Background: an optimization exercise with open tools, aiming at small area and a short achievable clock period. Do not read the settings as production practice. In this exercise RTL edits were held to simulation tests only and were not proved equivalent to the original.

==> inputs of cedar <==
// sig_altmult_add
module sig_altmult_add
(
	input signed [15:0] dataa, datab, datac, datad,
	input 		clock, aclr,
	output reg 	[32:0] result
);
clock: 7.0 ns
lec_check: 0
cap_margin: 20
core_margin: 2
core_utilization: 40
cts_buf_list: sky130_fd_sc_hd__clkbuf_16
cts_cluster_diameter: 120
cts_cluster_size: 33
setup_slack_margin: 3.95
slew_margin: 20
standard.sh (not shown) runs the stock make flow with config.mk's settings and CLKGATE_MAP_FILE= SYNTH_SCRIPT=/design/flow/synth_recipe.tcl, a recipe that flattens the netlist after the stock synthesis.
==> flow/flow/run.sh <==
#!/bin/bash
set -uo pipefail
here=$(pwd)
bash standard.sh "SYNTH_ARGS=-noabc" \
  "BUFFER_PORTS_ARGS=-buffer_cell sky130_fd_sc_hd__buf_1" \
  "POST_FLOORPLAN_TCL=$here/flow/upsize.tcl" finish > run_make.log 2>&1
status=$?
tail -20 run_make.log
exit $status
==> flow/flow/upsize.tcl <==
foreach inst [get_cells -quiet {a_r* c_r* m0_* m1_*}] {
  if {[get_property [get_lib_cells -of_objects $inst] name] == "sky130_fd_sc_hd__dfxtp_1"} {
    replace_cell $inst sky130_fd_sc_hd__dfxtp_4
  }
}
==> inputs of tundra, as changes to cedar <==
--- a/flow/config.mk
+++ b/flow/config.mk
@@ -9,7 +9,7 @@
 export CORE_MARGIN = 2
 export CORE_UTILIZATION = 40
 export CTS_BUF_LIST = sky130_fd_sc_hd__clkbuf_16
-export CTS_CLUSTER_DIAMETER = 120
-export CTS_CLUSTER_SIZE = 33
-export SETUP_SLACK_MARGIN = 3.95
+export CTS_CLUSTER_DIAMETER = 100
+export CTS_CLUSTER_SIZE = 28
+export SETUP_SLACK_MARGIN = 3.85
 export SLEW_MARGIN = 20
==> inputs of yarrow, as changes to cedar <==
--- a/flow/config.mk
+++ b/flow/config.mk
@@ -9,7 +9,7 @@
 export CORE_MARGIN = 2
 export CORE_UTILIZATION = 40
 export CTS_BUF_LIST = sky130_fd_sc_hd__clkbuf_16
-export CTS_CLUSTER_DIAMETER = 120
-export CTS_CLUSTER_SIZE = 33
-export SETUP_SLACK_MARGIN = 3.95
+export CTS_CLUSTER_DIAMETER = 100
+export CTS_CLUSTER_SIZE = 28
+export SETUP_SLACK_MARGIN = 4.1
 export SLEW_MARGIN = 20
==> inputs of pepper, as changes to cedar <==
--- a/flow/config.mk
+++ b/flow/config.mk
@@ -9,7 +9,7 @@
 export CORE_MARGIN = 2
 export CORE_UTILIZATION = 40
 export CTS_BUF_LIST = sky130_fd_sc_hd__clkbuf_16
-export CTS_CLUSTER_DIAMETER = 120
-export CTS_CLUSTER_SIZE = 33
-export SETUP_SLACK_MARGIN = 3.95
+export CTS_CLUSTER_DIAMETER = 100
+export CTS_CLUSTER_SIZE = 28
+export SETUP_SLACK_MARGIN = 4.0
 export SLEW_MARGIN = 20
==> comparison table <==
|  | cedar | pepper | yarrow | tundra |
|---|---|---|---|---|
| Total setup buffers inserted after CTS | 1 | 3 | 21 | 1 |
| Worst setup slack for register-to-register paths | 4.03 ns | 4.05 ns | 4.04 ns | 3.96 ns |
| Run status | no timing/DRC/antenna violations | no timing/DRC/antenna violations | no timing/DRC/antenna violations | no timing/DRC/antenna violations |
| Fin crit share | 42.5% | 42.1% | 42.3% | 43.4% |
| Layout cell share with drive strength beyond 1 | 11.1% | 14.0% | 19.1% | 9.33% |
| Total of clock buffers placed in the layout | 11 | 13 | 13 | 13 |
| Clock skew after layout | 0.0260 ns | 0.0317 ns | 0.0259 ns | 0.0244 ns |
| Multi-input combinational area share | 65.3% | 64.9% | 63.5% | 65.1% |


==> inputs of indigo <==
Another version of the RTL of sig_altmult_add (not shown whole).
// sig_altmult_add
module sig_altmult_add
(
	input signed [15:0] dataa, datab, datac, datad,
	input 		clock, aclr,
	output reg 	[32:0] result
);
Settings: LEC_CHECK=0, CAP_MARGIN=20, CORE_MARGIN=2, CORE_UTILIZATION=40, SETUP_SLACK_MARGIN=3.8, SLEW_MARGIN=20; clock period 7.0 ns.
Scripts as last shown in full above: flow/flow/run.sh, flow/flow/upsize.tcl
==> inputs of juniper, as changes to indigo <==
==> flow/run.sh (new file) <==
#!/bin/bash
# synth_recipe.tcl (not shown) runs the flow's synth.tcl, then flattens the netlist and writes it again
# the make line also repeats each setting of config.mk as NAME=value (left out here)
make -C /OpenROAD-flow-scripts/flow DESIGN_CONFIG=/design/flow/config.mk WORK_HOME=/design/flow/orfs CLKGATE_MAP_FILE= SYNTH_SCRIPT=/design/flow/synth_recipe.tcl finish
--- a/flow/config.mk
+++ b/flow/config.mk
@@ -5,8 +5,9 @@
 export SDC_FILE = /design/flow/constraint.sdc
 export NUM_CORES = 4
 export LEC_CHECK = 0
+export ABC_AREA = 1
 export CAP_MARGIN = 20
 export CORE_MARGIN = 2
 export CORE_UTILIZATION = 40
-export SETUP_SLACK_MARGIN = 3.8
+export SETUP_SLACK_MARGIN = 4.0
 export SLEW_MARGIN = 20
removed: flow/flow/run.sh
removed: flow/flow/upsize.tcl
removed: flow/standard.sh
==> inputs of willow, as changes to indigo <==
==> flow/flow/run.sh (replaced) <==
#!/bin/bash
# The standard layout (standard.sh), with two changes: Yosys's generic
# pre-mapping abc pass is skipped (SYNTH_ARGS=-noabc) so the full adders it
# extracts keep their natural polarity, and the ports are buffered with
# buf_1 cells. The make output goes to run_make.log, each tool's log to
# orfs/logs/.
set -uo pipefail
bash standard.sh "SYNTH_ARGS=-noabc" "BUFFER_PORTS_ARGS=-buffer_cell sky130_fd_sc_hd__buf_1" finish > run_make.log 2>&1
status=$?
tail -20 run_make.log
exit $status
--- a/flow/config.mk
+++ b/flow/config.mk
@@ -8,5 +8,6 @@
 export CAP_MARGIN = 20
 export CORE_MARGIN = 2
 export CORE_UTILIZATION = 40
-export SETUP_SLACK_MARGIN = 3.8
+export CTS_BUF_LIST = sky130_fd_sc_hd__clkbuf_8
+export SETUP_SLACK_MARGIN = 3.5
 export SLEW_MARGIN = 20
removed: flow/flow/upsize.tcl
==> inputs of garnet, as changes to indigo <==
==> flow/run.sh (new file) <==
#!/bin/bash
# synth_recipe.tcl (not shown) runs the flow's synth.tcl, then flattens the netlist and writes it again
# the make line also repeats each setting of config.mk as NAME=value (left out here)
make -C /OpenROAD-flow-scripts/flow DESIGN_CONFIG=/design/flow/config.mk WORK_HOME=/design/flow/orfs CLKGATE_MAP_FILE= SYNTH_SCRIPT=/design/flow/synth_recipe.tcl finish
--- a/flow/config.mk
+++ b/flow/config.mk
@@ -5,8 +5,9 @@
 export SDC_FILE = /design/flow/constraint.sdc
 export NUM_CORES = 4
 export LEC_CHECK = 0
+export ABC_AREA = 1
 export CAP_MARGIN = 20
 export CORE_MARGIN = 2
 export CORE_UTILIZATION = 40
-export SETUP_SLACK_MARGIN = 3.8
+export SETUP_SLACK_MARGIN = 3.5
 export SLEW_MARGIN = 20
removed: flow/flow/run.sh
removed: flow/flow/upsize.tcl
removed: flow/standard.sh
==> summary of the runs <==
- The highest utilization belongs to juniper, the lowest to willow.
- First-iteration DRC count: juniper > willow > garnet > indigo.
- Clock skew, highest first: garnet, willow, juniper, indigo.
- The lowest maximum frequency belongs to garnet, the highest to juniper.
- In synthesized cell count, juniper and garnet do not differ.
- Of juniper and indigo, juniper has the higher worst setup slack (gap 0.11 ns).
- Sequential share of layout area, lowest first: juniper, garnet, willow, indigo.
- Between garnet and indigo, the lower area after synthesis is in indigo (gap about 4%, measured against indigo).
- Worst hold slack: garnet is better than willow (0.0036 ns).
- Register-to-register slack, lowest first: garnet, willow, indigo, juniper.
==> figures <==
| quantity | willow | juniper | garnet | indigo |
|---|---|---|---|---|
| Run status | no timing/DRC/antenna violations | no timing/DRC/antenna violations | no timing/DRC/antenna violations | no timing/DRC/antenna violations |
| Number of detailed-routing iterations run before antenna repair | 6 | 6 | 5 | 6 |
| Total met3 wirelength after detailed routing | 4568 um | 6267 um | 5721 um | 4358 um |
| Setup WS post-layout | 3.592 ns | 3.949 ns | 3.529 ns | 3.836 ns |
| Final Instance Count excl. Fillers | 1996 | 2638 | 2356 | 1969 |
| Overall track demand over capacity in global routing | 21.66% | 25.81% | 23.36% | 20.96% |
| Depth of the worst register-to-register path | 7 | 9 | 7 | 11 |
| Worst EP arrival | 3.84 ns | 3.54 ns | 3.89 ns | 3.56 ns |
| Dpl hpwl | 32390 um | 39300 um | 39080 um | 31950 um |
| Placer Congestion | 0.9385 | 0.9491 | 0.9445 | 0.9322 |
| First-iteration detailed-routing DRC count | 1190 | 1392 | 1006 | 877 |
| Final critical path time including I/O delays and setup | 3.408 ns | 3.051 ns | 3.471 ns | 3.164 ns |
| Layout cells sized above 1 | 6.322% | 34.00% | 4.879% | 11.77% |
| Aggregate routed wire length | 44660 um | 57960 um | 50070 um | 43410 um |
| Most common cell in the synthesized netlist | sky130_fd_sc_hd__xnor2_1 | sky130_fd_sc_hd__inv_1 | sky130_fd_sc_hd__inv_1 | sky130_fd_sc_hd__xnor2_1 |
| Initial standard-cell utilization of the core | 40.57% | 40.71% | 40.71% | 40.57% |
| Final-layout clock buffer total | 43 | 36 | 36 | 35 |
| Count of cells resized by post-cts repair | 0 | 184 | 2 | 10 |

[static timing again, ports no longer ideal]
How much do the figures lean on ideal ports? The routed layouts below were timed once more, with nothing changed but the port constraints. Step 1, drivers: a clkbuf_16 drives clock and a buf_2 each remaining input, both assumed. Step 2 also shifts input and output timing later by t, the mid clock arrival at the registers, as if the neighbouring blocks saw the same clock. a / b / c = no drivers / after step 1 / after step 2; a / b = the first two.
| run | shift t [ns] | setup slack, ns | clock arrival spread, ns | worst register clock-pin slew, ns |
|---|---|---|---|---|
| cedar | 0.536 | 4.026 / 4.026 / 4.026 | 0.028 / 0.029 | 0.12 / 0.12 |
| tundra | 0.552 | 3.964 / 3.964 / 3.964 | 0.024 / 0.024 | 0.11 / 0.11 |
| yarrow | 0.545 | 4.041 / 4.041 / 4.041 | 0.026 / 0.026 | 0.11 / 0.11 |
| pepper | 0.544 | 4.053 / 4.053 / 4.053 | 0.031 / 0.032 | 0.10 / 0.10 |
| indigo | 0.582 | 3.836 / 3.836 / 3.836 | 0.017 / 0.016 | 0.07 / 0.07 |
| juniper | 0.591 | 3.949 / 3.949 / 3.949 | 0.018 / 0.018 | 0.07 / 0.07 |
| willow | 0.605 | 3.592 / 3.592 / 3.592 | 0.024 / 0.023 | 0.07 / 0.07 |
| garnet | 0.590 | 3.529 / 3.529 / 3.529 | 0.025 / 0.026 | 0.07 / 0.07 |
After both steps every run listed still meets setup and hold.
